From an optimization exercise on the open Yosys and OpenROAD flow, aimed at small area, a short achievable clock period and few clock cycles; shortcuts taken in it are not production practice. RTL that was checked went through simulation tests only; none was proved equivalent to the original. Only the layout flow was run in run 8; the RTL was not checked for function there.

==> flow/design.v <==
module AtanROM #(parameter DW = 16)(
	input         [3:0]    hi,
	input         [3:0]    lo,
	output        [DW-1:0] AtanValue);
	function [15:0] atan(input integer k);    
		case (k)
			0:  atan = 16'h1dac;  1:  atan = 16'h0fae;
			2:  atan = 16'h07f5;  3:  atan = 16'h03ff;
			4:  atan = 16'h0200;  5:  atan = 16'h0100;
			6:  atan = 16'h0080;  7:  atan = 16'h0040;
			8:  atan = 16'h0020;  9:  atan = 16'h0010;
			10: atan = 16'h0008;  11: atan = 16'h0004;
			12: atan = 16'h0002;  default: atan = 16'h0001;
		endcase
	endfunction
	reg [15:0] v;
	integer h, l;
	always @ (*) begin
		v = 16'h0000;
		for (h = 0; h < 4; h = h + 1)
			for (l = 0; l < 4; l = l + 1)
				if (4*h + l < 14)
					v = v | ({16{hi[h] & lo[l]}} & atan(4*h + l));
	end
	assign AtanValue = v;
endmodule
module Cordic #(parameter DW=16, AW=4)(
	input                  clk, rst, en,
	output                 done,
	input  signed [DW-1:0] z,
	output signed [DW-1:0] x,y);
	reg signed [15:0] X, Y;
	reg        [15:0] Z;
	reg        [3:0]  hz, lz;    
	reg               px, ny;    
	reg               busy, done_r;
	wire        [15:0] AtanValue;
	AtanROM #(.DW(16)) UUT (.hi(hz), .lo(lz), .AtanValue(AtanValue));
	wire        last  = hz[3] & lz[1];           
	wire        step  = busy & ~last;
	always @ (posedge clk, posedge rst)
		if (rst) begin
			busy   <= 1'b0;
			done_r <= 1'b0;
		end else begin
			busy   <= busy ? ~last : en;
			done_r <= busy & last;
		end
	always @ (posedge clk) begin
		lz <= step ? {lz[2:0], lz[3]} : 4'b0001;
		hz <= step ? (lz[3] ? {hz[2:0], hz[3]} : hz) : 4'b0001;
	end
	function [14:0] shr(input [14:0] a, input [3:0] h1, input [3:0] l1);
		reg [14:0] s;
		begin
			s =   ({15{l1[0]}} & a)
			    | ({15{l1[1]}} & {{1{a[14]}}, a[14:1]})
			    | ({15{l1[2]}} & {{2{a[14]}}, a[14:2]})
			    | ({15{l1[3]}} & {{3{a[14]}}, a[14:3]});
			shr = ({15{h1[0]}} & s)
			    | ({15{h1[1]}} & {{4{s[14]}}, s[14:4]})
			    | ({15{h1[2]}} & {{8{s[14]}}, s[14:8]})
			    | ({15{h1[3]}} & {{12{s[14]}}, s[14:12]});
		end
	endfunction
	function [15:0] add16(input [15:0] a, input [15:0] b, input ci);
		reg [15:0] g, p, gg, pp;
		integer i, k;
		begin
			g = a & b;
			p = a ^ b;
			gg = g; pp = p;
			gg[0] = g[0] | (p[0] & ci);
			for (k = 1; k < 16; k = k * 2)
				for (i = 0; i < 16; i = i + 1)
					if (i & k) begin
						gg[i] = gg[i] | (pp[i] & gg[(i & ~(k - 1)) - 1]);
						pp[i] = pp[i] & pp[(i & ~(k - 1)) - 1];
					end
			add16 = p ^ {gg[14:0], ci};
		end
	endfunction
	wire               first = hz[0] & lz[0];       
	wire               pz  = ~Z[15];
	wire        [15:0] yc  = Y ^ {16{px}};
	wire        [15:0] xc  = X ^ {16{ny}};
	wire        [14:0] ysh = shr(yc[15:1], hz, lz);
	wire        [14:0] xsh = shr(xc[15:1], hz, lz);
	wire        [15:0] xi  = add16(X, {ysh[14], ysh}, px);
	wire        [15:0] yi  = add16(Y, {xsh[14], xsh}, ny);
	reg         [15:0] k01;
	always @ (*)
		case ({Z[15], px})
			2'b01:   k01 = 16'h0000 - 16'h3244 - 16'h1dac;
			2'b00:   k01 = 16'h0000 - 16'h3244 + 16'h1dac;
			2'b11:   k01 = 16'h3244 - 16'h1dac;
			default: k01 = 16'h3244 + 16'h1dac;
		endcase
	wire        [15:0] zb  = first ? k01 : AtanValue ^ {16{pz}};
	wire        [15:0] zi  = add16(Z, zb, pz & ~first);
	wire               p1  = z[15] ? (z >= 16'hcdbc) : (z >= 16'h3244);
	wire        [15:0] zn  = busy ? zi : z;
	always @ (posedge clk) begin
		X  <= busy ? xi : 16'h26dd;
		Y  <= busy ? yi : (z[15] ? 16'hd923 : 16'h26dd);
		Z  <= zn;
		px <= busy ? ~zi[15] : p1;
		ny <= busy ? zi[15] : ~p1;
	end
	assign done = done_r;
	assign x = X;
	assign y = Y;
endmodule
==> flow/flow/run.sh <==
#!/bin/bash
# The standard layout with two changes: adders are left to abc as plain
# gates (no full/half adder cells, ADDER_MAP_FILE empty), and the ports are
# buffered by the smallest buffer instead of the delay cell buffer_ports
# picks by default. Synthesis is otherwise the standard one (synth_recipe.tcl:
# no fsm or share pass, flattened, function nets renamed), so the registers
# and their names are the standard synthesis's. The whole output goes to
# flow.log here; each ORFS step also keeps its own log under orfs/logs/.
set -euo pipefail
export ADDER_MAP_FILE=
export BUFFER_PORTS_ARGS="-buffer_cell sky130_fd_sc_hd__buf_1"
bash standard.sh finish > flow.log 2>&1
==> flow/standard.sh <==
#!/bin/bash
# synth_recipe.tcl (not shown) runs the flow's synth.tcl, then flattens the netlist and writes it again
# the make line also repeats each setting of config.mk as NAME=value (left out here)
make -C /OpenROAD-flow-scripts/flow DESIGN_CONFIG=/design/flow/config.mk WORK_HOME=/design/flow/orfs CLKGATE_MAP_FILE= SYNTH_SCRIPT=/design/flow/synth_recipe.tcl "${@:-finish}"
==> flow/config.mk <==
export PLATFORM = sky130hd
export DESIGN_NAME = Cordic
export DESIGN_NICKNAME = Cordic
export VERILOG_FILES = /design/flow/design.v
export SDC_FILE = /design/flow/constraint.sdc
export NUM_CORES = 4
export LEC_CHECK = 0
export ABC_AREA = 1
export CAP_MARGIN = 20
export CORE_MARGIN = 2
export CORE_UTILIZATION = 50
export SETUP_SLACK_MARGIN = 5
export SLEW_MARGIN = 20
==> flow/constraint.sdc <==
create_clock -name core_clock -period 8.0 [get_ports {clk}]
set_input_delay 1.6000 -clock core_clock [delete_from_list [all_inputs] [get_ports {clk}]]
set_output_delay 1.6000 -clock core_clock [all_outputs]
set_load 0.01 [all_outputs]
==> qor.yml, run 1 <==
multiInputGateArea_sq_mm: 0.00416
diodes: 0
fin_tns_setup_ns: 0
ff_latch_area_sq_mm: 0.00123
root_buffer: "clkbuf_16"
clk_latency_ns: 0.35
num_io_pins: 52
layout_common_cells: "nand2_1, nand3_1, inv_1, nor2_1"
placementRows: 40
wire_per_inst_um: 13.9
crit_path_end_kind: "register"
hold_viol: 0
grt_pass1_vias: 5795
cp-start-kind: "register"
synthCells: 1113
cts_tree: "yes"
synth_seq_area_share_pct: 19.9
drt_iter0_drc: 600
critPathArrivalTime_ns: 2.96
synth_top_family_by_area: "simple AND/OR/NAND/NOR gates"
netlist_area_sq_mm: 0.00609
synthXorXnorAreaFrac_pct: 4.15
clockBufferDepth: 2
rsz0062_at_grt: "no"
synth-simple-area-share_pct: 51.2
track_usage_pct: 28.3
antenna_found_initial: 0
dp_hpwl_um: 13700
initial_core_util_pct: 50.9
final.period_utilization_pct: 34.0
final-setup-viol-count: 0
crit_top_cell: "nand2_1"
path_buf_inv: 1
cts_sinks: 60
cpLargestDelayFamily: "simple AND/OR/NAND/NOR gates"
cts_inserted_buffers: 9
detail-route-antenna-nets: 0
synth_compound_area_share_pct: 12.5
hp-class: "register to register"
cts_resized: 4
post_cts_buffers: 0
die_h_um: 114
die_area_sq_mm: 0.0131
grt_remaining_overflow: 0
worstMarginPinSlew_ns: 0.533
fin_ws_ns: 5.28
core-area_sq_mm: 0.0120
vias: 6763
crit_fanout: 24
path_cells: "nand2_2, nand3_2, nor2_2, o21ai_1, nand2_1, nand2_1, o21ai_1, or2_1, nand2_1, o21ai_1, a21boi_2, nand2_4, nand2_1, nand2_1, nand2_1, nand2_1, nand2_1, inv_2"
htree_num_levels: 3
final_common_cell: "nand2_1"
fillers: 1273
drt_pre_antenna_iters: 6
synth_seq_cells: 60
cpMaxStageDelayCell: "dfxtp_4"
synth_mux_area_share_pct: 0
grt_pass1_wl_um: 29400
totalWireLength_um: 18000
maxSlewHeadroom_pct: 64.5
port-buffer-count: 51
synth.avg_cell_area_sq_um: 5.47
clock-skew-final_ns: 0.00883
yosysWarnings: 2
yosys.area_share.adder_pct: 0
layout.nets: 1166
required_ns: 8.24
drv_slew: 0
critPathKind: "register to register"
fin_crit_ns: 2.72
holdBufCountCts: 0
syn2layout_area_growth_pct: 9.02
path_clk_slew_ns: 0.06
max_stage_delay_ns: 0.53
place_congestion: 0.954
place_ws_ns: 4.71
fmax_ghz: 0.367
via_per_inst: 5.21
yosysUniqueCellTypes: 50
drive_gt1_share_pct: 10.2
syn_nets: 1132
route.detailed.drc: 0
grt_max_degree: 44
die_width_um: 114
maxCapViolations: 0
status: "timing/DRC/antenna clean"
==> final cells by class <==
cell class / count / area share, %
Multi-Input combinational cell: 877 / 62.6
Clock buffer: 10 / 3.45
Clock inverter: 6 / 0.980
Sequential cell: 60 / 18.6
Tap cell: 147 / 2.77
Timing Repair Buffer: 55 / 3.34
Inverter: 144 / 8.27
==> flip-flops by register name, summed over array words and instances (netlist names) <==
register	flops
hz	4
lz	4
Y	16
ny	1
Z	16
busy	1
done_r	1
px	1
X	16
==> logic make-up (layout without fill, tap and decap cells) <==
logic type	after synthesis	after routing
AOI/OAI and AO/OA	132	132
xor gates and xnor gates	28	28
buffers and inverters	176	215
DFF	60	60
and+or+nand+nor	717	717
==> Yosys cell counts (all sizes together) <==
cell,n,share of area (%)
nand3,125,10
buf,24,2.9
a22oi,1,0.21
nand3b,4,0.70
and2,9,0.97
nand2,434,28
clkinv,2,0.12
o22ai,12,1.2
xor2,24,3.6
nand4,13,1.3
dfrtp,2,0.82
dfxtp,58,19
inv,142,8.8
a21boi,4,0.55
nor4,2,0.21
o21bai,2,0.31
nor2,111,7.5
nor3,5,0.49
or2,14,1.4
a31oi,3,0.31
a41oi,1,0.14
o21ai,65,5.5
a31o,1,0.14
o21a,3,0.37
clkbuf,8,0.49
a21oi,36,3.1
o211ai,4,0.58
xnor2,4,0.58
==> stage by stage <==
step / cell area, sq um / util [%] / cells / hold WS, ns
after global placement: 6290 / 52.6 / 1283 / 0.627
final: 6640 / 55.5 / 1299 / 0.635
after floorplan: 6090 / - / 1113 / 0.542
after global routing: 6640 / 55.5 / 1299 / 0.687
after detailed placement: 6290 / 52.6 / 1283 / 0.625
after CTS: 6590 / 55.1 / 1299 / 0.639
==> worst min-delay path, cell delays in order (launching register included) <==
cell and delay [ns]:
dfxtp_1 0.30, nand2_1 0.07, nand3_1 0.07, inv_1 0.05, nand2_1 0.06, nand2_1 0.05
==> layer usage <==
layer / vias up / track usage [%] / wire [um]
li1: 3592 / - / -
met1: 2935 / 44.0 / 9670
met2: 211 / 39.7 / 7040
met3: 25 / 3.65 / 1020
met4: 0 / 9.11 / 284
met5: - / 0 / 0
==> path summary, 6_finish.rpt <==
| kind | to | slack (ns) | from | cells after the start |
|---|---|---|---|---|
| setup / recovery | px | 5.28 | hz[0] | 18 |
| hold / removal | Z[15] | 0.63 | Z[14] | 5 |
| setup reg to reg | px | 5.28 | hz[0] | 18 |
| hold reg to reg | Z[15] | 0.63 | Z[14] | 5 |
| max in group asynchronous | busy | 6.82 | rst | 2 |
| min in group asynchronous | done_r | 1.07 | rst | 2 |
Testbench counts, summed over its fixed seeds: cycles 48,000.
==> run 2, diff against run 1 <==
--- a/flow/config.mk
+++ b/flow/config.mk
@@ -9,5 +9,5 @@
 export CAP_MARGIN = 20
 export CORE_MARGIN = 2
-export CORE_UTILIZATION = 50
+export CORE_UTILIZATION = 65
 export SETUP_SLACK_MARGIN = 5
 export SLEW_MARGIN = 20
==> run 2 against run 1 <==
Still clean. Routed wire length shrank 6.5%. Critical path depth down 1. Cell area fell by 2.9%. Non-clock buffer count decreased by 1. Largest cell class unchanged.
==> qor.yml, run 2 <==
status: "timing/DRC/antenna clean"
netlist_area_sq_mm: 0.00609  # unchanged
synth_edf_count: 0  # unchanged
ys.flop_type: "dfxtp_1"
yosysWarnings: 2  # unchanged
placementRows: 35  # -13%
cts_inserted_buffers: 9  # unchanged
fin_crit_ns: 2.80  # +0.0790 ns
synthCells: 1113  # unchanged
cp.depth: 17  # -1
wire_per_inst_um: 13.4  # -3.7%
synth_seq_cells: 60  # unchanged
diodes: 0  # unchanged
initial_core_util_pct: 66.5  # +16 points
yosysMostFrequentCell: "nand2_1"
via_per_inst: 5.44  # +4.5%
final_common_cell: "nand2_1"
clock-skew-final_ns: 0.0147  # +0.00584 ns
fmax_ghz: 0.357  # -2.8%
maxSlewHeadroom_pct: 62.6  # -1.9 points
rsz0062_at_grt: "yes"
critPathKind: "register to register"
grt_remaining_overflow: 0  # unchanged
yosysUniqueCellTypes: 50  # unchanged
layout_common_cells: "nand2_1, nand3_1, inv_1, nor2_1, buf_1"
syn2layout_area_growth_pct: 5.84
track_usage_pct: 33.8  # +5.6 points
critPathArrivalTime_ns: 3.05  # +0.09 ns
clk_latency_ns: 0.35  # about the same
synth_area_leader_cell: "nand2_1"
r2r_cells: 17  # -1
required_ns: 8.25  # about the same
drt_pre_antenna_iters: 8  # +2
port-buffer-count: 51  # unchanged
crit_top_cell: "nand2_2"
rrSetupSlack_ns: 5.20  # -0.08 ns
root_buffer: "clkbuf_8"
final.period_utilization_pct: 35.0  # +0.99 points
synth.avg_cell_area_sq_um: 5.47  # unchanged
synth_seq_area_share_pct: 19.9  # unchanged
max_stage_delay_ns: 0.30  # -0.23 ns
cp-start-kind: "register"
place_ws_ns: 4.83  # +0.112 ns
detail-route-antenna-nets: 0  # unchanged
antenna_found_initial: 0  # unchanged
crit_start: "lz[3]"
hold_viol: 0  # unchanged
grt_pass1_vias: 5961  # +2.9%
dp_hpwl_um: 12800  # -6.9%
cts_sinks: 60  # unchanged
hp-start: "X[6]"
cpLargestDelayFamily: "simple AND/OR/NAND/NOR gates"
synth_area_leaders: "nand2_1, dfxtp_1, nand3_1, inv_1, nor2_1"
drt_iter0_drc: 635  # +5.8%
path_clk_slew_ns: 0.08  # +0.02 ns
die_width_um: 101  # -12%
maxCapViolations: 0  # unchanged
fin_ws_ns: 5.20  # -0.0790 ns
path_buf_inv: 2  # +1
r2r-end: "X[15]"
syn_nets: 1132  # unchanged
fin_tns_setup_ns: 0  # unchanged
synth_async_sr_flop_share_pct: 3.33  # unchanged
vias: 6859  # +1.4%
grt_pass1_wl_um: 27800  # -5.4%
final-setup-viol-count: 0  # unchanged
worstMarginPinSlew_ns: 0.561  # +0.0280 ns
core-area_sq_mm: 0.00915  # -23%
drive_gt1_share_pct: 9.91  # -0.24 points
grt_max_degree: 45  # +2.3%
hp-class: "register to register"
layout.nets: 1165  # -0.086%
die_h_um: 101  # -12%
crit_fanout: 25  # +4.2%
cts_tree: "yes"
num_io_pins: 52  # unchanged
route.detailed.drc: 0  # unchanged
die_area_sq_mm: 0.0102  # -22%
drv_slew: 0  # unchanged
cp-endpoint: "X[15]"
holdBufCountCts: 0  # unchanged
largest_registers: "X x16, Y x16, Z x16"
crit_path_end_kind: "register"
synth_top_area_share_pct: 25.3  # unchanged
htree_num_levels: 3  # unchanged
place_congestion: 0.985  # +3.3%
clockBufferDepth: 2  # unchanged
path_cells: "buf_4, inv_2, nand2_2, nor2_4, nand2_2, nand2_2, nor2_2, nor3_1, nand3_1, xor2_2, o21a_1, nand2_2, nand2_2, nand2_4, nand2_2, a21oi_1, nor2_1"
ys_top_cells_by_count: "nand2_1, nand3_1, inv_1, nor2_1, dfxtp_1"
reg2reg_from: "lz[3]"
totalWireLength_um: 16800  # -6.5%
cpMaxStageDelayCell: "dfxtp_1"
## run 2: logic make-up (layout without fill, tap and decap cells)
group | after synthesis | in the layout | synth area share (%)
buf+inv | 176 | 213 | 12.3
xor+xnor | 28 | 28 | 4.15
flops | 60 | 60 | 19.9
compound gates | 132 | 132 | 12.5
simple gates | 717 | 717 | 51.2
## run 2: worst min path at each step
stage                         to  slack, ns  depth (start not counted)
final                       X[7]       0.64                          3
after global placement      X[7]       0.62                          3
after CTS                   X[7]       0.65                          3
after detailed placement    X[7]       0.63                          3
after floorplan           done_r       0.54                          2
after global routing       hz[0]       0.69                          2
## run 2: through the flow
step	utilization [%]	cells	hold WS, ns	area, sq um
2_1_floorplan	-	1113	0.542	6090
3_3_place_gp	68.1	1246	0.617	6240
3_5_place_dp	68.1	1246	0.631	6240
4_1_cts	70.1	1261	0.645	6420
5_1_grt	70.4	1261	0.687	6440
6_report	70.4	1261	0.644	6440
## run 2: layout make-up
type / count / area (sq um)
Multi-Input combinational cell: 877 / 4140
Clock inverter: 4 / 25.0
Fill cell: 884 / 2710
Inverter: 144 / 549
Timing Repair Buffer: 54 / 214
Tap cell: 111 / 139
Sequential cell: 60 / 1230
Clock buffer: 11 / 151
## run 2: timing repair
| item | in CTS | in global routing |
|---|---|---|
| pin swaps | 0 | 0 |
| setup endpoints to repair | 31 | 36 |
| resized for setup | 4 | 11 |
| setup buffers | 0 | 0 |
## run 2: worst register-to-register path, cell delays in order (launching register included)
cell and delay, ns:
dfxtp_1 0.30, buf_4 0.22, inv_2 0.18, nand2_2 0.11, nor2_4 0.12, nand2_2 0.10, nand2_2 0.15, nor2_2 0.08
nor3_1 0.26, nand3_1 0.19, xor2_2 0.20, o21a_1 0.20, nand2_2 0.10, nand2_2 0.07, nand2_4 0.12, nand2_2 0.08
a21oi_1 0.14, nor2_1 0.06
## run 2: per-layer routing
metal / up-vias / GRT usage (%) / share of wire, %
li1: 3590 / - / -
met1: 2952 / 51.0 / 50
met2: 285 / 49.9 / 41
met3: 32 / 4.99 / 8.2
met4: 0 / 8.96 / 1.3
met5: - / 0 / 0
==> run 3, diff against run 2 <==
--- a/flow/config.mk
+++ b/flow/config.mk
@@ -9,5 +9,5 @@
 export CAP_MARGIN = 20
 export CORE_MARGIN = 2
-export CORE_UTILIZATION = 65
+export CORE_UTILIZATION = 60
 export SETUP_SLACK_MARGIN = 5
 export SLEW_MARGIN = 20
==> run 3 against run 2 <==
Die area increased by 8.0%. Sequential share of layout area about the same. Critical path depth is 6 higher. Critical path type unchanged.
==> qor.yml, run 3 <==
port-buffer-count: 51  # unchanged
clk_latency_ns: 0.38  # +0.03 ns
clock-skew-final_ns: 0.0135  # -0.00121 ns
status: "timing/DRC/antenna clean"
yosysUniqueCellTypes: 50  # unchanged
rsz0062_at_grt: "no"
maxSlewHeadroom_pct: 51.6  # -11 points
layout.nets: 1164  # -0.086%
num_io_pins: 52  # unchanged
track_usage_pct: 30.8  # -3.0 points
synth_mux_area_share_pct: 0  # unchanged
cts_sinks: 60  # unchanged
drt_pre_antenna_iters: 5  # -3
fin_ws_ns: 5.30  # +0.0976 ns
vias: 6831  # -0.41%
path_buf_inv: 4  # +2
crit_top_cell: "nand2_1"
core-area_sq_mm: 0.00982  # +7.3%
grt_remaining_overflow: 0  # unchanged
yosysWarnings: 2  # unchanged
drv_slew: 0  # unchanged
cp-start-kind: "register"
diodes: 0  # unchanged
syn2layout_area_growth_pct: 6.82
die_width_um: 105  # +3.9%
fin_tns_setup_ns: 0  # unchanged
synth_compound_area_share_pct: 12.5  # unchanged
final-setup-viol-count: 0  # unchanged
synthCells: 1113  # unchanged
critPathArrivalTime_ns: 2.95  # -0.10 ns
final_common_cell: "nand2_1"
grt_pass1_wl_um: 27600  # -0.65%
hp-class: "register to register"
crit_path_end_kind: "register"
syn_nets: 1132  # unchanged
synth_top_area_share_pct: 25.3  # unchanged
ys_top_cells_by_count: "nand2_1, nand3_1, inv_1, nor2_1, dfxtp_1"
synth_async_sr_flop_share_pct: 3.33  # unchanged
via_per_inst: 5.32  # -2.1%
cts_inserted_buffers: 9  # unchanged
grt_pass1_vias: 5818  # -2.4%
worstMarginPinSlew_ns: 0.721  # +0.160 ns
cts_tree: "yes"
yosysMostFrequentCell: "nand2_1"
root_buffer: "clkbuf_8"
yosys.area_share.adder_pct: 0  # unchanged
fmax_ghz: 0.370  # +3.6%
synth.avg_cell_area_sq_um: 5.47  # unchanged
cpLargestDelayFamily: "simple AND/OR/NAND/NOR gates"
die_area_sq_mm: 0.0110  # +8.0%
die_h_um: 105  # +3.9%
synthXorXnorAreaFrac_pct: 4.15  # unchanged
final.period_utilization_pct: 33.8  # -1.2 points
ys.flop_type: "dfxtp_1"
grt_max_degree: 45  # unchanged
drive_gt1_share_pct: 10.0  # +0.087 points
critPathKind: "register to register"
antenna_found_initial: 0  # unchanged
cpMaxStageDelayCell: "dfxtp_2"
crit_fanout: 19  # -24%
dp.cells: 1267  # +1.7%
holdBufCountCts: 0  # unchanged
synth_area_leader_cell: "nand2_1"
place_ws_ns: 4.81  # -0.0151 ns
layout_common_cells: "nand2_1, nand3_1, inv_1, nor2_1, buf_1"
route.detailed.drc: 0  # unchanged
place_congestion: 1.02  # +3.9%
htree_num_levels: 3  # unchanged
fin_crit_ns: 2.70  # -0.0976 ns
hold_viol: 0  # unchanged
path_clk_slew_ns: 0.08  # about the same
max_stage_delay_ns: 0.37  # +0.07 ns
detail-route-antenna-nets: 0  # unchanged
required_ns: 8.25  # about the same
totalWireLength_um: 16600  # -1.2%
dp_hpwl_um: 12600  # -1.0%
wire_per_inst_um: 13.0  # -2.9%
synth_edf_count: 0  # unchanged
synth_top_family_by_area: "simple AND/OR/NAND/NOR gates"
maxCapViolations: 0  # unchanged
clockBufferDepth: 2  # unchanged
synth_seq_cells: 60  # unchanged
synth_area_leaders: "nand2_1, dfxtp_1, nand3_1, inv_1, nor2_1"
synth-simple-area-share_pct: 51.2  # unchanged
placementRows: 36  # +2.9%
drt_iter0_drc: 669  # +5.4%
initial_core_util_pct: 62.0  # -4.5 points
path_cells: "buf_6, inv_2, nand2_2, nor2_4, nand2_2, nand2_4, nor2_2, inv_2, nand2_1, a21oi_2, nand2_1, nand2_1, nand2_1, nor2_2, inv_2, nor2_1, nand2_2, nand2_4, nand2_1, nand2_1, nand2_1, nand3_1, nand2_1"
largest_registers: "X x16, Y x16, Z x16"
layout.cells.non_filler: 1283  # +1.7%
post_cts_buffers: 0  # unchanged
synth_seq_area_share_pct: 19.9  # unchanged
netlist_area_sq_mm: 0.00609  # unchanged
-- run 3: cell counts after synthesis --
No cell type changed its count.
-- run 3: final cells by class --
type                       instances  area [sq um]
sequential                        60          1230
tap                              133           166
multi-input combinational        877          4140
fill                            1033          3310
clock inverter                     6          63.8
timing repair buffer              53           210
clock buffer                      10           138
inverter                         144           549
-- run 3: routing by layer --
metal | wire (um) | vias to the layer above | track usage [%]
met2 | 6610 | 266 | 43.3
met1 | 8400 | 2959 | 46.5
met3 | 1380 | 25 | 6.61
met4 | 240 | 0 | 9.52
met5 | 0 | - | 0
li1 | - | 3581 | -
-- run 3: path summary, 6_finish.rpt --
path	cells after the start	to	start	slack, ns
worst max-delay path	23	Y[11]	lz[3]	5.30
worst max register to register	23	Y[11]	lz[3]	5.30
min in group asynchronous	2	busy	rst	1.03
worst min-delay path	2	hz[2]	lz[3]	0.61
worst min register to register	2	hz[2]	lz[3]	0.61
max in group asynchronous	2	done_r	rst	6.86
-- run 3: worst min-delay path, stage by stage (launching register included) --
cell and delay [ns]:
dfxtp_2 0.37, nand2_1 0.11, o22ai_1 0.09
-- run 3: what timing repair did --
item,4_1_cts,5_1_grt
setup endpoints to repair,29,38
gates cloned,0,0
gates resized for setup,4,16
hold endpoints to repair,0,0
-- run 3: cells by family after synthesis --
family | after synthesis
XOR/XNOR | 28
AND/OR/NAND/NOR | 717
flip-flops | 60
AO/OA/AOI/OAI | 132
buffers and inverters | 176
-- run 3: metrics by stage --
| stage | utilization [%] | cell area, sq um | hold slack [ns] |
|---|---|---|---|
| 6_report | 66.2 | 6500 | 0.606 |
| 5_1_grt | 66.2 | 6500 | 0.653 |
| 4_1_cts | 65.8 | 6460 | 0.630 |
| 3_5_place_dp | 63.7 | 6260 | 0.615 |
| 3_3_place_gp | 63.7 | 6260 | 0.615 |
| 2_1_floorplan | - | 6090 | 0.542 |
==> run 4, diff against run 3 <==
--- a/flow/config.mk
+++ b/flow/config.mk
@@ -10,4 +10,5 @@
 export CORE_MARGIN = 2
 export CORE_UTILIZATION = 60
+export PLACE_DENSITY = 0.8
 export SETUP_SLACK_MARGIN = 5
 export SLEW_MARGIN = 20
==> run 4 against run 3 <==
Still clean on timing, DRC and antenna. Sequential cell count stayed put. Critical path depth is 1 lower. Routed wire length hardly changed. Register-to-register slack worse by 0.03 ns. Count of clock-buffer cells in the layout is 1 higher. Synthesized cell count stayed put. Worst hold slack better by 0.047 ns. Via count is 1.6% higher. Cell area is 0.75% higher. Critical endpoint is now Y[13].
==> qor.yml, run 4 <==
cpMaxStageDelayCell: "dfxtp_4"
netlist_area_sq_mm: 0.00609  # unchanged
worstMarginPinSlew_ns: 0.735  # +0.0144 ns
detail-route-antenna-nets: 0  # unchanged
critPathKind: "register to register"
synth_seq_area_share_pct: 19.9  # unchanged
status: "timing/DRC/antenna clean"
path_clk_slew_ns: 0.08  # about the same
synthCells: 1113  # unchanged
cpLargestDelayFamily: "simple AND/OR/NAND/NOR gates"
synth_top_area_share_pct: 25.3  # unchanged
grt_max_degree: 45  # unchanged
clockBufferDepth: 2  # unchanged
fmax_ghz: 0.366  # -0.96%
syn_nets: 1132  # unchanged
maxSlewHeadroom_pct: 50.7  # -0.97 points
post_cts_buffers: 0  # unchanged
drive_gt1_share_pct: 9.92  # -0.078 points
die_width_um: 105  # unchanged
max_stage_delay_ns: 0.43  # +0.06 ns
final_common_cell: "nand2_1"
wire_per_inst_um: 13.0  # about the same
cts_tree: "yes"
syn2layout_area_growth_pct: 7.62
via_per_inst: 5.41  # +1.7%
crit_fanout: 20  # +1
dp_hpwl_um: 12400  # -1.7%
cts_sinks: 60  # unchanged
holdBufCountCts: 0  # unchanged
largest_registers: "X x16, Y x16, Z x16"
num_io_pins: 52  # unchanged
core-area_sq_mm: 0.00982  # unchanged
cp-start-kind: "register"
vias: 6941  # +1.6%
synth_area_leaders: "nand2_1, dfxtp_1, nand3_1, inv_1, nor2_1"
hp-class: "register to register"
initial_core_util_pct: 62.0  # unchanged
synth_area_leader_cell: "nand2_1"
yosysMostFrequentCell: "nand2_1"
maxCapViolations: 0  # unchanged
synth_async_sr_flop_share_pct: 3.33  # unchanged
holdPathStages: 3  # +1
final-setup-viol-count: 0  # unchanged
synth.avg_cell_area_sq_um: 5.47  # unchanged
clock-skew-final_ns: 0.00976  # -0.00370 ns
clk_latency_ns: 0.37  # about the same
synth_edf_count: 0  # unchanged
final.period_utilization_pct: 34.1  # +0.33 points
totalWireLength_um: 16600  # about the same
place_ws_ns: 4.86  # +0.0520 ns
cts_resized: 4  # unchanged
grt_pass1_wl_um: 27700  # +0.45%
drv_slew: 0  # unchanged
grt_pass1_vias: 5987  # +2.9%
rsz0062_at_grt: "no"
multiInputGateArea_sq_mm: 0.00414  # about the same
yosysUniqueCellTypes: 50  # unchanged
cp.depth: 22  # -4.3%
r2r_cells: 22  # -4.3%
diodes: 0  # unchanged
synth_seq_cells: 60  # unchanged
track_usage_pct: 30.5  # -0.30 points
die_h_um: 105  # unchanged
fillers: 1006  # -2.6%
fin_crit_ns: 2.73  # +0.0263 ns
place_congestion: 1.01  # -1.2%
route.detailed.drc: 0  # unchanged
layout_common_cells: "nand2_1, nand3_1, inv_1, nor2_1, buf_1"
antenna_found_initial: 0  # unchanged
crit_path_end_kind: "register"
port-buffer-count: 51  # unchanged
fin_tns_setup_ns: 0  # unchanged
hold_viol: 0  # unchanged
drt_pre_antenna_iters: 6  # +1
die_area_sq_mm: 0.0110  # unchanged
htree_num_levels: 3  # unchanged
ys_top_cells_by_count: "nand2_1, nand3_1, inv_1, nor2_1, dfxtp_1"
fin_ws_ns: 5.27  # -0.0263 ns
layout.nets: 1163  # -0.086%
cts_inserted_buffers: 9  # unchanged
path_buf_inv: 2  # -2
ff_latch_area_sq_mm: 0.00124  # +0.20%
placementRows: 36  # unchanged
drt_iter0_drc: 778  # +16%
required_ns: 8.26  # about the same
rrSetupSlack_ns: 5.27  # -0.03 ns
ys.flop_type: "dfxtp_1"
crit_top_cell: "nand2_1"
root_buffer: "clkbuf_8"
path_cells: "clkinvlp_4, nand2_2, nand3_1, nand3_1, nand2_1, inv_1, nor2_1, nand2_1, nand2_1, nand3_1, nand2_1, nand2_1, nand2_2, nand2_2, nand2_2, nand2_2, nand2_4, nand2_1, nand2_1, nand2_1, nand3_1, nand2_1"
yosysWarnings: 2  # unchanged
critPathArrivalTime_ns: 2.99  # +0.04 ns
grt_remaining_overflow: 0  # unchanged
==> run 4: final timing paths <==
path,startpoint,to
worst max-delay path,lz[2],Y[13]
worst min-delay path,X[6],X[7]
worst max register to register,lz[2],Y[13]
worst min register to register,X[6],X[7]
max in group asynchronous,rst,busy
min in group asynchronous,rst,done_r
==> run 4: layer usage <==
| layer | track usage (%) | routed length (um) | vias up |
|---|---|---|---|
| li1 | - | - | 3587 |
| met1 | 44.9 | 8020 | 3005 |
| met2 | 44.7 | 6680 | 307 |
| met3 | 5.80 | 1550 | 42 |
| met4 | 9.52 | 369 | 0 |
| met5 | 0 | 0 | - |
==> run 4: worst reg2reg max path, cell delays in order, from the launching register on <==
cell and delay [ns]:
dfxtp_4 0.43, clkinvlp_4 0.17, nand2_2 0.10, nand3_1 0.09
nand3_1 0.21, nand2_1 0.12, inv_1 0.05, nor2_1 0.19
nand2_1 0.08, nand2_1 0.11, nand3_1 0.11, nand2_1 0.15
nand2_1 0.08, nand2_2 0.09, nand2_2 0.06, nand2_2 0.09
nand2_2 0.08, nand2_4 0.10, nand2_1 0.08, nand2_1 0.07
nand2_1 0.05, nand3_1 0.06, nand2_1 0.05
==> run 4: cell type report <==
| type | instances | share of cell area [%] |
|---|---|---|
| Inverter | 144 | 8.44 |
| Multi-Input combinational cell | 877 | 63.2 |
| Clock buffer | 11 | 2.31 |
| Timing Repair Buffer | 52 | 3.04 |
| Sequential cell | 60 | 18.9 |
| Clock inverter | 5 | 1.64 |
| Tap cell | 133 | 2.54 |
==> run 4: kinds of logic after synthesis <==
family	Yosys count	share of synthesized area, %
simple gates	717	51.2
xor+xnor	28	4.15
buf+inv	176	12.3
flops	60	19.9
compound gates	132	12.5
==> run 4: metrics by stage <==
step           cell area (sq um)  utilization, %  cells  hold WS (ns)
6_report                    6550            66.7   1282         0.653
5_1_grt                     6550            66.7   1282         0.684
4_1_cts                     6510            66.3   1282         0.641
3_5_place_dp                6250            63.6   1266         0.633
3_3_place_gp                6250            63.6   1266         0.611
2_1_floorplan               6090               -   1113         0.542
==> run 5, diff against run 4 <==
--- a/flow/config.mk
+++ b/flow/config.mk
@@ -10,5 +10,5 @@
 export CORE_MARGIN = 2
 export CORE_UTILIZATION = 60
-export PLACE_DENSITY = 0.8
 export SETUP_SLACK_MARGIN = 5
 export SLEW_MARGIN = 20
+export TNS_END_PERCENT = 0
==> run 5 against run 4 <==
Die area unchanged. Clock skew grew 0.0055 ns. First-iteration DRC count decreased by 14%. Non-clock buffer count is 1 higher. Via count is 1.2% lower. Global-route usage up 0.30 points.
==> qor.yml, run 5 <==
status: "timing/DRC/antenna clean"
diodes: 0  # unchanged
dp_hpwl_um: 12600  # +1.8%
cts_tree: "yes"
hp-start: "lz[3]"
port-buffer-count: 51  # unchanged
netlist_area_sq_mm: 0.00609  # unchanged
track_usage_pct: 30.8  # +0.30 points
finish.utilization_pct: 66.2  # -0.56 points
place_congestion: 1.02  # +1.2%
wire_per_inst_um: 13.0  # about the same
fin_tns_setup_ns: 0  # unchanged
crit_top_cell: "nand2_1"
largest_registers: "X x16, Y x16, Z x16"
crit_start: "hz[2]"
clock-skew-final_ns: 0.0153  # +0.00554 ns
fin_crit_ns: 2.78  # +0.0556 ns
path_clk_slew_ns: 0.07  # about the same
crit_path_end_kind: "register"
layout.nets: 1164  # +0.086%
rsz0062_at_grt: "yes"
crit_fanout: 10  # -50%
detail-route-antenna-nets: 0  # unchanged
num_io_pins: 52  # unchanged
path_cells: "clkinvlp_4, o21ai_1, nand2_1, nand2_1, o21ai_1, or2_1, nand2_1, o21ai_1, a21boi_2, nand2_4, nand2_1, nand2_1, nand2_1, nand2_1, nand2_1, inv_2"
final_common_cell: "nand2_1"
wl_met1_um: 8390  # +4.6%
drt_iter0_drc: 666  # -14%
clk_latency_ns: 0.37  # about the same
die_h_um: 105  # unchanged
synth_top_area_share_pct: 25.3  # unchanged
holdBufCountCts: 0  # unchanged
ys.flop_type: "dfxtp_1"
yosysWarnings: 2  # unchanged
initial_core_util_pct: 62.0  # unchanged
synth_seq_area_share_pct: 19.9  # unchanged
hold_viol: 0  # unchanged
yosysMostFrequentCell: "nand2_1"
critPathKind: "register to register"
ys_top_cells_by_count: "nand2_1, nand3_1, inv_1, nor2_1, dfxtp_1"
die_width_um: 105  # unchanged
place_ws_ns: 4.81  # -0.0520 ns
cpMaxStageDelayCell: "dfxtp_1"
grt_pass1_vias: 5818  # -2.8%
route.detailed.drc: 0  # unchanged
drive_gt1_share_pct: 9.83  # -0.096 points
synth_edf_count: 0  # unchanged
synth_seq_cells: 60  # unchanged
die_area_sq_mm: 0.0110  # unchanged
critPathArrivalTime_ns: 3.06  # +0.07 ns
synth_area_leaders: "nand2_1, dfxtp_1, nand3_1, inv_1, nor2_1"
synth.avg_cell_area_sq_um: 5.47  # unchanged
cts_inserted_buffers: 9  # unchanged
reg2reg_from: "hz[2]"
placementRows: 36  # unchanged
grt_max_degree: 45  # unchanged
hp-class: "register to register"
cp-start-kind: "register"
final-setup-viol-count: 0  # unchanged
core-area_sq_mm: 0.00982  # unchanged
maxCapViolations: 0  # unchanged
htree_num_levels: 3  # unchanged
synthCells: 1113  # unchanged
root_buffer: "clkbuf_8"
fin_ws_ns: 5.22  # -0.0556 ns
cts_sinks: 60  # unchanged
drv_slew: 0  # unchanged
via_per_inst: 5.35  # -1.3%
timing.hold.ws_ns: 0.613  # -0.0404 ns
antenna_found_initial: 0  # unchanged
wl_met3_um: 1410  # -9.1%
drt_pre_antenna_iters: 6  # unchanged
grt_remaining_overflow: 0  # unchanged
fillers: 1035  # +2.9%
required_ns: 8.28  # +0.02 ns
maxSlewHeadroom_pct: 51.6  # +0.96 points
vias: 6858  # -1.2%
final.period_utilization_pct: 34.8  # +0.70 points
yosysUniqueCellTypes: 50  # unchanged
synth_async_sr_flop_share_pct: 3.33  # unchanged
top_layer: "met4"
syn_nets: 1132  # unchanged
max_stage_delay_ns: 0.65  # +0.22 ns
route.met2.wl_um: 6570  # -1.7%
fmax_ghz: 0.359  # -2.0%
totalWireLength_um: 16600  # +0.13%
synth_area_leader_cell: "nand2_1"
worstMarginPinSlew_ns: 0.721  # -0.0143 ns
clockBufferDepth: 2  # unchanged
layout_common_cells: "nand2_1, nand3_1, inv_1, nor2_1, buf_1"
grt_pass1_wl_um: 27600  # -0.45%
syn2layout_area_growth_pct: 6.72
run 5: cell counts after synthesis:
No cell type changed its count.
run 5: cells by family (layout without fill, tap and decap cells):
family,after synthesis,in the layout,share of synthesized area (%)
compound gates,132,132,12.5
xor+xnor,28,28,4.15
buf+inv,176,213,12.3
flops,60,60,19.9
simple gates,717,717,51.2
run 5: layer usage:
metal  track usage [%]  vias to the layer above
li1                  -                     3581
met1              46.5                     2966
met2              43.3                      280
met3              6.61                       31
met4              9.52                        0
met5                 0                        -
run 5: critical path: cells and delay by family (launching register included):
family                 cells  cell delay, ns
DFF                        1            0.65
AOI/OAI and AO/OA          4            0.62
buffers and inverters      2            0.42
and+or+nand+nor           10            0.98
run 5: stage by stage:
step	instances	cell area, sq um
2_1_floorplan	1113	6090
3_3_place_gp	1267	6260
3_5_place_dp	1267	6260
4_1_cts	1283	6460
5_1_grt	1283	6500
6_report	1283	6500
run 5: area by class of cell:
type,count,area [sq um],area share [%]
inverters,144,549,8.45
repair buffers,53,210,3.23
multi-input cells,877,4140,63.7
clock buffers,10,138,2.12
flip-flops and latches,60,1230,19.0
well taps,133,166,2.56
clock inverters,6,63.8,0.982
run 5: final timing paths:
kind	to	slack, ns	cells past startpoint
max	px	5.22	16
min	hz[2]	0.61	2
max reg2reg	px	5.22	16
min reg2reg	hz[2]	0.61	2
max in group asynchronous	done_r	6.86	2
min in group asynchronous	busy	1.04	2
run 5: repair_timing:
item | 4_1_cts | 5_1_grt
gates resized for setup | 4 | 14
setup buffers | 0 | 0
setup endpoints to repair | 29 | 38
==> run 6, diff against run 5 <==
--- a/flow/config.mk
+++ b/flow/config.mk
@@ -12,3 +12,3 @@
 export SETUP_SLACK_MARGIN = 5
 export SLEW_MARGIN = 20
-export TNS_END_PERCENT = 0
+export TNS_END_PERCENT = 30
==> run 6 against run 5 <==
Die area is the same. Worst hold slack lost 0.0062 ns. Utilization grew 0.064 points. Still clean. Non-clock buffer count is the same. Critical endpoint is now Y[11].
==> qor.yml, run 6 <==
status: "timing/DRC/antenna clean"
path_buf_inv: 4  # +2
clockBufferDepth: 2  # unchanged
largest_registers: "X x16, Y x16, Z x16"
vias: 6831  # -0.39%
cp.depth: 23  # +7
synth_async_sr_flop_share_pct: 3.33  # unchanged
path_clk_slew_ns: 0.08  # about the same
placementRows: 36  # unchanged
rsz0062_at_grt: "no"
final_common_cell: "nand2_1"
synthCells: 1113  # unchanged
clk_latency_ns: 0.38  # about the same
netlist_area_sq_mm: 0.00609  # unchanged
initial_core_util_pct: 62.0  # unchanged
port-buffer-count: 51  # unchanged
crit_top_cell: "nand2_1"
die_h_um: 105  # unchanged
clock-skew-final_ns: 0.0135  # -0.00184 ns
crit_path_end_kind: "register"
drive_gt1_share_pct: 10.0  # +0.17 points
diodes: 0  # unchanged
detail-route-antenna-nets: 0  # unchanged
fin_tns_setup_ns: 0  # unchanged
fin_ws_ns: 5.30  # +0.0819 ns
cpMaxStageDelayCell: "dfxtp_2"
dp_hpwl_um: 12600  # unchanged
holdPathStages: 2  # unchanged
crit_fanout: 19  # +9
place_congestion: 1.02  # unchanged
fin_crit_ns: 2.70  # -0.0819 ns
ys_top_cells_by_count: "nand2_1, nand3_1, inv_1, nor2_1, dfxtp_1"
syn2layout_area_growth_pct: 6.82  # about the same
critPathArrivalTime_ns: 2.95  # -0.11 ns
synth_seq_cells: 60  # unchanged
final.period_utilization_pct: 33.8  # -1.0 points
yosysMostFrequentCell: "nand2_1"
route.detailed.drc: 0  # unchanged
grt_pass1_wl_um: 27600  # unchanged
holdBufCountCts: 0  # unchanged
root_buffer: "clkbuf_8"
cts_tree: "yes"
ys.flop_type: "dfxtp_1"
hp-class: "register to register"
drt_pre_antenna_iters: 5  # -1
grt_remaining_overflow: 0  # unchanged
antenna_found_initial: 0  # unchanged
r2r_cells: 23  # +7
fmax_ghz: 0.370  # +3.0%
die_width_um: 105  # unchanged
cpLargestDelayFamily: "simple AND/OR/NAND/NOR gates"
cts_inserted_buffers: 9  # unchanged
drt_iter0_drc: 669  # +0.45%
maxCapViolations: 0  # unchanged
grt_max_degree: 45  # unchanged
layout.nets: 1164  # unchanged
hold_viol: 0  # unchanged
drv_slew: 0  # unchanged
required_ns: 8.25  # -0.03 ns
yosysWarnings: 2  # unchanged
yosysUniqueCellTypes: 50  # unchanged
timing.hold.ws_ns: 0.606  # -0.00625 ns
track_usage_pct: 30.8  # unchanged
num_io_pins: 52  # unchanged
cts_sinks: 60  # unchanged
finish.utilization_pct: 66.2  # about the same
critPathKind: "register to register"
core-area_sq_mm: 0.00982  # unchanged
synth_top_area_share_pct: 25.3  # unchanged
wire_per_inst_um: 13.0  # about the same
grt_pass1_vias: 5818  # unchanged
via_per_inst: 5.32  # -0.39%
max_stage_delay_ns: 0.37  # -0.28 ns
synth_area_leader_cell: "nand2_1"
place_ws_ns: 4.81  # unchanged
synth_seq_area_share_pct: 19.9  # unchanged
layout_common_cells: "nand2_1, nand3_1, inv_1, nor2_1, buf_1"
synth_edf_count: 0  # unchanged
synth_area_leaders: "nand2_1, dfxtp_1, nand3_1, inv_1, nor2_1"
syn_nets: 1132  # unchanged
die_area_sq_mm: 0.0110  # unchanged
path_cells: "buf_6, inv_2, nand2_2, nor2_4, nand2_2, nand2_4, nor2_2, inv_2, nand2_1, a21oi_2, nand2_1, nand2_1, nand2_1, nor2_2, inv_2, nor2_1, nand2_2, nand2_4, nand2_1, nand2_1, nand2_1, nand3_1, nand2_1"
synth.avg_cell_area_sq_um: 5.47  # unchanged
totalWireLength_um: 16600  # about the same
final-setup-viol-count: 0  # unchanged
worstMarginPinSlew_ns: 0.721  # -0.000102 ns
htree_num_levels: 3  # unchanged
maxSlewHeadroom_pct: 51.6  # about the same
cp-start-kind: "register"
## run 6: routing by layer
layer / wire [um] / track usage [%]
met1: 8400 / 46.5
met2: 6610 / 43.3
met3: 1380 / 6.61
met4: 240 / 9.52
met5: 0 / 0
## run 6: path summary, 6_finish.rpt
kind / from / endpoint / slack, ns
setup / recovery: lz[3] / Y[11] / 5.30
hold / removal: lz[3] / hz[2] / 0.61
setup reg to reg: lz[3] / Y[11] / 5.30
hold reg to reg: lz[3] / hz[2] / 0.61
max in group asynchronous: rst / done_r / 6.86
min in group asynchronous: rst / busy / 1.03
## run 6: timing repair
action | 4_1_cts | 5_1_grt
gates cloned | 0 | 0
resized for setup | 4 | 16
endpoints found under the setup margin | 29 | 38
buffers inserted | 0 | 0
hold endpoints to repair | 0 | 0
## run 6: worst register-to-register path: cells and delay by family (launching register included)
kind	cells	cell delay, ns
AOI/OAI and AO/OA	1	0.12
and+or+nand+nor	18	1.64
DFF	1	0.37
buffers and inverters	4	0.45
## run 6: logic make-up (layout without fill, tap and decap cells)
family	count (synthesis)	after routing	share of synthesized area [%]
compound gates	132	132	12.5
simple gates	717	717	51.2
flops	60	60	19.9
xor+xnor	28	28	4.15
buf+inv	176	213	12.3
## run 6: metrics by stage
stage               instance area (sq um)  std cells
floorplan                            6090       1113
global placement                     6260       1267
detailed placement                   6260       1267
CTS                                  6460       1283
global route                         6500       1283
finish                               6500       1283
## run 6: cell type report
cell class,instances,area [sq um]
clock inverters,6,63.8
clock buffers,10,138
fillers,1033,3310
inverters,144,549
flip-flops and latches,60,1230
multi-input cells,877,4140
well taps,133,166
repair buffers,53,210
==> run 7, diff against run 6 <==
--- a/flow/config.mk
+++ b/flow/config.mk
@@ -8,7 +8,8 @@
 export ABC_AREA = 1
 export CAP_MARGIN = 20
+export CELL_PAD_IN_SITES_DETAIL_PLACEMENT = 0
+export CELL_PAD_IN_SITES_GLOBAL_PLACEMENT = 0
 export CORE_MARGIN = 2
 export CORE_UTILIZATION = 60
 export SETUP_SLACK_MARGIN = 5
 export SLEW_MARGIN = 20
-export TNS_END_PERCENT = 30
==> run 7 against run 6 <==
Area after synthesis did not move. Sequential cell count did not move. Via count is the same. Critical path depth stayed put. Synthesized cell count is the same. Worst hold slack did not move. Global-route usage is the same. Utilization unchanged. First-iteration DRC count unchanged. Final cell count stayed put.
==> qor.yml, run 7 <==
worstHoldEndpoint: "hz[2]"
r2r_cells: 23  # unchanged
synth.avg_cell_area_sq_um: 5.47  # unchanged
drt_pre_antenna_iters: 5  # unchanged
holdBufCountCts: 0  # unchanged
cp-start-kind: "register"
synth_top_area_share_pct: 25.3  # unchanged
critPathKind: "register to register"
die_area_sq_mm: 0.0110  # unchanged
cp.depth: 23  # unchanged
syn2layout_area_growth_pct: 6.82  # unchanged
maxSlewHeadroom_pct: 51.6  # unchanged
synth_compound_area_share_pct: 12.5  # unchanged
track_usage_pct: 30.8  # unchanged
finish.utilization_pct: 66.2  # unchanged
timing.hold.ws_ns: 0.606  # unchanged
cts_sinks: 60  # unchanged
hp-start: "lz[3]"
status: "timing/DRC/antenna clean"
ys.flop_type: "dfxtp_1"
core-area_sq_mm: 0.00982  # unchanged
totalWireLength_um: 16600  # unchanged
layout.nets: 1164  # unchanged
holdPathStages: 2  # unchanged
htree_num_levels: 3  # unchanged
cpMaxStageDelayCell: "dfxtp_2"
largest_registers: "X x16, Y x16, Z x16"
grt_max_degree: 45  # unchanged
hp-class: "register to register"
dpl_cell_area_sq_mm: 0.00626  # unchanged
final-setup-viol-count: 0  # unchanged
cts_tree: "yes"
synth_area_leaders: "nand2_1, dfxtp_1, nand3_1, inv_1, nor2_1"
fin_crit_ns: 2.70  # unchanged
path_buf_inv: 4  # unchanged
synth-simple-area-share_pct: 51.2  # unchanged
required_ns: 8.25  # about the same
ys_top_cells_by_count: "nand2_1, nand3_1, inv_1, nor2_1, dfxtp_1"
rrSetupSlack_ns: 5.30  # about the same
top_layer: "met4"
synth_mux_area_share_pct: 0  # unchanged
hold_viol: 0  # unchanged
layout_common_cells: "nand2_1, nand3_1, inv_1, nor2_1, buf_1"
wl_met1_um: 8400  # unchanged
cts_inserted_buffers: 9  # unchanged
clk_latency_ns: 0.38  # about the same
crit_start: "lz[3]"
port-buffer-count: 51  # unchanged
synthCells: 1113  # unchanged
placementRows: 36  # unchanged
yosysUniqueCellTypes: 50  # unchanged
yosysWarnings: 2  # unchanged
place_congestion: 1.02  # unchanged
synth_seq_area_share_pct: 19.9  # unchanged
stdcell_area_sq_mm: 0.00650  # unchanged
cpLargestDelayFamily: "simple AND/OR/NAND/NOR gates"
synth_area_leader_cell: "nand2_1"
drt_iter0_drc: 669  # unchanged
place_ws_ns: 4.81  # unchanged
crit_path_end_kind: "register"
max_stage_delay_ns: 0.37  # about the same
vias: 6831  # unchanged
detail-route-antenna-nets: 0  # unchanged
syn_nets: 1132  # unchanged
netlist_area_sq_mm: 0.00609  # unchanged
wl_met3_um: 1380  # unchanged
clock-skew-final_ns: 0.0135  # unchanged
fmax_ghz: 0.370  # unchanged
die_width_um: 105  # unchanged
synthXorXnorAreaFrac_pct: 4.15  # unchanged
critPathArrivalTime_ns: 2.95  # about the same
drv_slew: 0  # unchanged
synth_seq_cells: 60  # unchanged
num_io_pins: 52  # unchanged
root_buffer: "clkbuf_8"
fin_tns_setup_ns: 0  # unchanged
yosys.area_share.adder_pct: 0  # unchanged
diodes: 0  # unchanged
fin_ws_ns: 5.30  # unchanged
dp_hpwl_um: 12600  # unchanged
r2r-end: "Y[11]"
final.period_utilization_pct: 33.8  # unchanged
clockBufferDepth: 2  # unchanged
via_per_inst: 5.32  # unchanged
synth_async_sr_flop_share_pct: 3.33  # unchanged
worstMarginPinSlew_ns: 0.721  # unchanged
grt_pass1_vias: 5818  # unchanged
dp.cells: 1267  # unchanged
rsz0062_at_grt: "no"
grt_pass1_wl_um: 27600  # unchanged
crit_top_cell: "nand2_1"
path_clk_slew_ns: 0.08  # about the same
route.detailed.drc: 0  # unchanged
yosysMostFrequentCell: "nand2_1"
synth_edf_count: 0  # unchanged
crit_fanout: 19  # unchanged
reg2reg_from: "lz[3]"
drive_gt1_share_pct: 10.0  # unchanged
synth_top_family_by_area: "simple AND/OR/NAND/NOR gates"
maxCapViolations: 0  # unchanged
initial_core_util_pct: 62.0  # unchanged
final_common_cell: "nand2_1"
route.met2.wl_um: 6610  # unchanged
wire_per_inst_um: 13.0  # unchanged
grt_remaining_overflow: 0  # unchanged
layout.cells.non_filler: 1283  # unchanged
path_cells: "buf_6, inv_2, nand2_2, nor2_4, nand2_2, nand2_4, nor2_2, inv_2, nand2_1, a21oi_2, nand2_1, nand2_1, nand2_1, nor2_2, inv_2, nor2_1, nand2_2, nand2_4, nand2_1, nand2_1, nand2_1, nand3_1, nand2_1"
die_h_um: 105  # unchanged
antenna_found_initial: 0  # unchanged
-- run 7: routing by layer --
metal / vias up / global-route usage [%]
li1: 3581 / -
met1: 2959 / 46.5
met2: 266 / 43.3
met3: 25 / 6.61
met4: 0 / 9.52
met5: - / 0
-- run 7: worst reg2reg max path: stages (launching register included) --
cell and delay [ns]:
dfxtp_2 0.37, buf_6 0.18, inv_2 0.15, nand2_2 0.10, nor2_4 0.12, nand2_2 0.09
nand2_4 0.11, nor2_2 0.05, inv_2 0.08, nand2_1 0.06, a21oi_2 0.12, nand2_1 0.08
nand2_1 0.13, nand2_1 0.12, nor2_2 0.18, inv_2 0.04, nor2_1 0.13, nand2_2 0.09
nand2_4 0.10, nand2_1 0.07, nand2_1 0.06, nand2_1 0.04, nand3_1 0.06, nand2_1 0.05
-- run 7: worst max-delay path by stage --
| stage | slack [ns] | endpoint |
|---|---|---|
| floorplan | 5.57 | px |
| global placement | 4.83 | X[13] |
| detailed placement | 4.81 | px |
| CTS | 4.99 | px |
| global route | 5.01 | Y[11] |
| finish | 5.30 | Y[11] |
-- run 7: final cells by class --
| class | instances | area (sq um) |
|---|---|---|
| clock inverters | 6 | 63.8 |
| well taps | 133 | 166 |
| flip-flops and latches | 60 | 1230 |
| multi-input cells | 877 | 4140 |
| clock buffers | 10 | 138 |
| inverters | 144 | 549 |
| fillers | 1033 | 3310 |
| repair buffers | 53 | 210 |
-- run 7: kinds of logic after synthesis --
kind of cell / Yosys count
DFF: 60
AOI/OAI and AO/OA: 132
and+or+nand+nor: 717
xor gates and xnor gates: 28
buffers and inverters: 176
-- run 7: timing repair --
action / 4_1_cts / 5_1_grt
setup endpoints to repair: 29 / 38
buffers inserted: 0 / 0
gates resized for setup: 4 / 16
==> run 8, diff against run 7 <==
--- a/flow/design.v
+++ b/flow/design.v
@@ -32,5 +32,7 @@
 	reg signed [15:0] X, Y;
 	reg        [15:0] Z;
-	reg        [3:0]  hz, lz;    
+	reg        [3:0]  m;         
+	wire       [3:0]  hz = 4'b0001 << m[3:2];    
+	wire       [3:0]  lz = 4'b0001 << m[1:0];    
 	reg               px, ny;    
 	reg               busy, done_r;
@@ -48,6 +50,5 @@
 		end
 	always @ (posedge clk) begin
-		lz <= step ? {lz[2:0], lz[3]} : 4'b0001;
-		hz <= step ? (lz[3] ? {hz[2:0], hz[3]} : hz) : 4'b0001;
+		m  <= step ? m + 4'd1 : 4'd0;
 	end
 	function [14:0] shr(input [14:0] a, input [3:0] h1, input [3:0] l1);
--- a/flow/config.mk
+++ b/flow/config.mk
@@ -8,6 +8,4 @@
 export ABC_AREA = 1
 export CAP_MARGIN = 20
-export CELL_PAD_IN_SITES_DETAIL_PLACEMENT = 0
-export CELL_PAD_IN_SITES_GLOBAL_PLACEMENT = 0
 export CORE_MARGIN = 2
 export CORE_UTILIZATION = 60
==> run 8 against run 7 <==
Worst hold slack lost 0.054 ns. Critical path type unchanged. Via count is 0.45% lower. Sequential cell count is 4 lower. Utilization fell by 0.30 points. Die area shrank 2.9%.
==> qor.yml, run 8 <==
crit_fanout: 19  # unchanged
fin_crit_ns: 2.77  # +0.0688 ns
via_per_inst: 5.34  # +0.25%
path_cells: "inv_6, nand2_1, nand2_2, inv_1, o21ai_1, nand2_1, nand2_1, nor2_1, nor2_1, nor2_1, a21oi_2, o21bai_1, a21boi_1, nand2_1, nand2_1, nand3_1, nand2_1"
fillers: 991  # -4.1%
vias: 6800  # -0.45%
cts_sinks: 56  # -6.7%
core-area_sq_mm: 0.00968  # -1.4%
finish.utilization_pct: 65.9  # -0.30 points
rrSetupSlack_ns: 5.23  # -0.07 ns
drt_iter0_drc: 544  # -19%
reg2reg_from: "ny"
hp-class: "register to register"
clk_latency_ns: 0.34  # -0.04 ns
grt_pass1_vias: 5697  # -2.1%
yosysUniqueCellTypes: 49  # -2.0%
cp-endpoint: "Y[14]"
hp-start: "m[0]"
grt_remaining_overflow: 0  # unchanged
netlist_area_sq_mm: 0.00591  # -3.0%
synth_seq_area_share_pct: 19.1  # -0.74 points
clock-skew-final_ns: 0.0133  # -0.000135 ns
hold_viol: 0  # unchanged
path_clk_slew_ns: 0.12  # +0.04 ns
root_buffer: "clkbuf_8"
drt_pre_antenna_iters: 6  # +1
htree_num_levels: 2  # -1
ys_top_cells_by_count: "nand2_1, inv_1, nor2_1, nand3_1, dfxtp_1"
maxSlewHeadroom_pct: 45.6  # -6.0 points
multiInputGateArea_sq_mm: 0.00409  # -1.3%
ys.flop_type: "dfxtp_1"
syn_nets: 1112  # -1.8%
place_congestion: 0.968  # -5.4%
drive_gt1_share_pct: 8.76  # -1.2 points
r2r-end: "Y[14]"
largest_registers: "X x16, Y x16, Z x16"
synth_area_leaders: "nand2_1, dfxtp_1, nand3_1, inv_1, nor2_1"
die_h_um: 103  # -1.5%
worstMarginPinSlew_ns: 0.811  # +0.0898 ns
ff_latch_area_sq_mm: 0.00115  # -7.0%
antenna_found_initial: 0  # unchanged
dp_hpwl_um: 12200  # -3.3%
synth_top_area_share_pct: 26.5  # +1.2 points
status: "timing/DRC/antenna clean"
holdBufCountCts: 0  # unchanged
cts_tree: "yes"
synthCells: 1093  # -1.8%
synth_edf_count: 0  # unchanged
grt_pass1_wl_um: 26700  # -3.2%
cp-start-kind: "register"
synth_area_leader_cell: "nand2_1"
initial_core_util_pct: 61.0  # -1.0 points
clockBufferDepth: 2  # unchanged
yosysMostFrequentCell: "nand2_1"
synth_seq_cells: 56  # -6.7%
route.detailed.drc: 0  # unchanged
layout.nets: 1159  # -0.43%
final-setup-viol-count: 0  # unchanged
grt_max_degree: 45  # unchanged
num_io_pins: 52  # unchanged
diodes: 0  # unchanged
synth_async_sr_flop_share_pct: 3.57  # +0.24 points
crit_path_end_kind: "register"
cpMaxStageDelayCell: "dfxtp_4"
port-buffer-count: 51  # unchanged
cp.depth: 17  # -26%
path_buf_inv: 2  # -2
cts_inserted_buffers: 5  # -4
fmax_ghz: 0.361  # -2.5%
drv_slew: 0  # unchanged
yosysWarnings: 2  # unchanged
placementRows: 36  # unchanged
critPathKind: "register to register"
final.period_utilization_pct: 34.6  # +0.86 points
rsz0062_at_grt: "yes"
maxCapViolations: 0  # unchanged
die_area_sq_mm: 0.0107  # -2.9%
wire_per_inst_um: 13.2  # +1.9%
critPathArrivalTime_ns: 3.00  # +0.05 ns
syn2layout_area_growth_pct: 8.11
final_common_cell: "nand2_1"
required_ns: 8.23  # -0.02 ns
die_width_um: 103  # -1.5%
crit_start: "ny"
layout_common_cells: "nand2_1, inv_1, nor2_1, nand3_1, buf_1"
track_usage_pct: 31.5  # +0.63 points
fin_tns_setup_ns: 0  # unchanged
cpLargestDelayFamily: "simple AND/OR/NAND/NOR gates"
detail-route-antenna-nets: 0  # unchanged
synth.avg_cell_area_sq_um: 5.40  # -1.2%
r2r_cells: 17  # -26%
crit_top_cell: "nand2_1"
totalWireLength_um: 16800  # +1.1%
max_stage_delay_ns: 0.53  # +0.16 ns
run 8: changes by cell type after synthesis, moves of 10 or more:
cell     previous run  this run
nand3_1           123        96
o21ai_1            28        12
inv_2              25        13
a21oi_1            34        44
nor2_1             98       114
run 8: kinds of logic after synthesis:
| family | count (synthesis) | share of synthesized area, % |
|---|---|---|
| buffers and inverters | 169 | 12.5 |
| flip-flops | 56 | 19.1 |
| AO/OA/AOI/OAI | 122 | 11.5 |
| AND/OR/NAND/NOR | 715 | 52.3 |
| adder cells (fa/ha/maj) | 1 | 0.191 |
| XOR/XNOR | 30 | 4.45 |
run 8: worst min path at each step:
| stage | to | slack, ns | cells past startpoint |
|---|---|---|---|
| finish | m[0] | 0.55 | 1 |
| global route | m[0] | 0.56 | 1 |
| CTS | m[0] | 0.63 | 1 |
| detailed placement | m[2] | 0.59 | 2 |
| global placement | m[2] | 0.59 | 2 |
| floorplan | m[0] | 0.54 | 2 |
run 8: cell type report:
cell class	count	share of cell area [%]
Clock inverter	2	0.607
Tap cell	133	2.61
Timing Repair Buffer	66	5.15
Sequential cell	56	18.0
Multi-Input combinational cell	872	64.0
Clock buffer	6	1.29
Inverter	139	8.35
run 8: what timing repair did:
item                                   4_1_cts  5_1_grt
gates resized for setup                      3       18
setup endpoints to repair                   33       35
endpoints found under the hold margin        0        0
buffers inserted                             0       14
gates cloned                                 2        2
pin swaps                                    2        4
run 8: layer usage:
layer,wire length (um),track usage [%],vias up
met3,1430,5.98,58
met5,0,0,-
met1,7650,43.9,2916
met2,7180,48.7,297
met4,570,11.1,0
li1,-,-,3529
run 8: per-stage QoR:
step / setup WS [ns] / instances / hold slack [ns] / cell area [sq um]
detailed placement: 4.68 / 1248 / 0.594 / 6060
finish: 5.23 / 1274 / 0.553 / 6390
CTS: 5.01 / 1258 / 0.629 / 6200
global route: 4.96 / 1274 / 0.560 / 6390
floorplan: 5.57 / 1093 / 0.538 / 5910
global placement: 4.72 / 1248 / 0.587 / 6060

## static timing again, ports no longer ideal
The flow's constraints put no driver on any port. The routed layouts listed below were extracted and timed again, unchanged, in two steps.
Step 1: set_driving_cell puts a clkbuf_16 on clk and a buf_2 on each other input, an assumption about the parent block.
Step 2 adds t to the input delays and takes it off the output delays; t is the mean of the earliest and latest rising clock arrival at the registers after step 1. Input paths then give back, and output paths get back, about the clock's delay inside the block.
Three values: no drivers, after step 1, after step 2; two values: the first two.
| run | shift t [ns] | slack for setup (ns) | worst setup path at the end | worst data-port slew with drivers (ns) |
|---|---|---|---|---|
| run 1 | 0.384 | 5.279 / 5.279 / 4.984 | input to register | 0.04 |
| run 2 | 0.378 | 5.200 / 5.200 / 5.056 | input to register | 0.04 |
| run 3 | 0.404 | 5.297 / 5.297 / 5.064 | input to register | 0.04 |
| run 4 | 0.403 | 5.271 / 5.271 / 5.070 | input to register | 0.03 |
| run 5 | 0.401 | 5.215 / 5.215 / 5.068 | input to register | 0.04 |
| run 6 | 0.404 | 5.297 / 5.297 / 5.064 | input to register | 0.04 |
| run 7 | 0.404 | 5.297 / 5.297 / 5.064 | input to register | 0.04 |
| run 8 | 0.367 | 5.229 / 5.229 / 5.176 | input to register | 0.03 |
After both steps setup and hold are still met in every run listed. For run 1, which loses most, drivers alone change the setup slack by 0.000 ns; drivers and shift together by -0.295 ns.
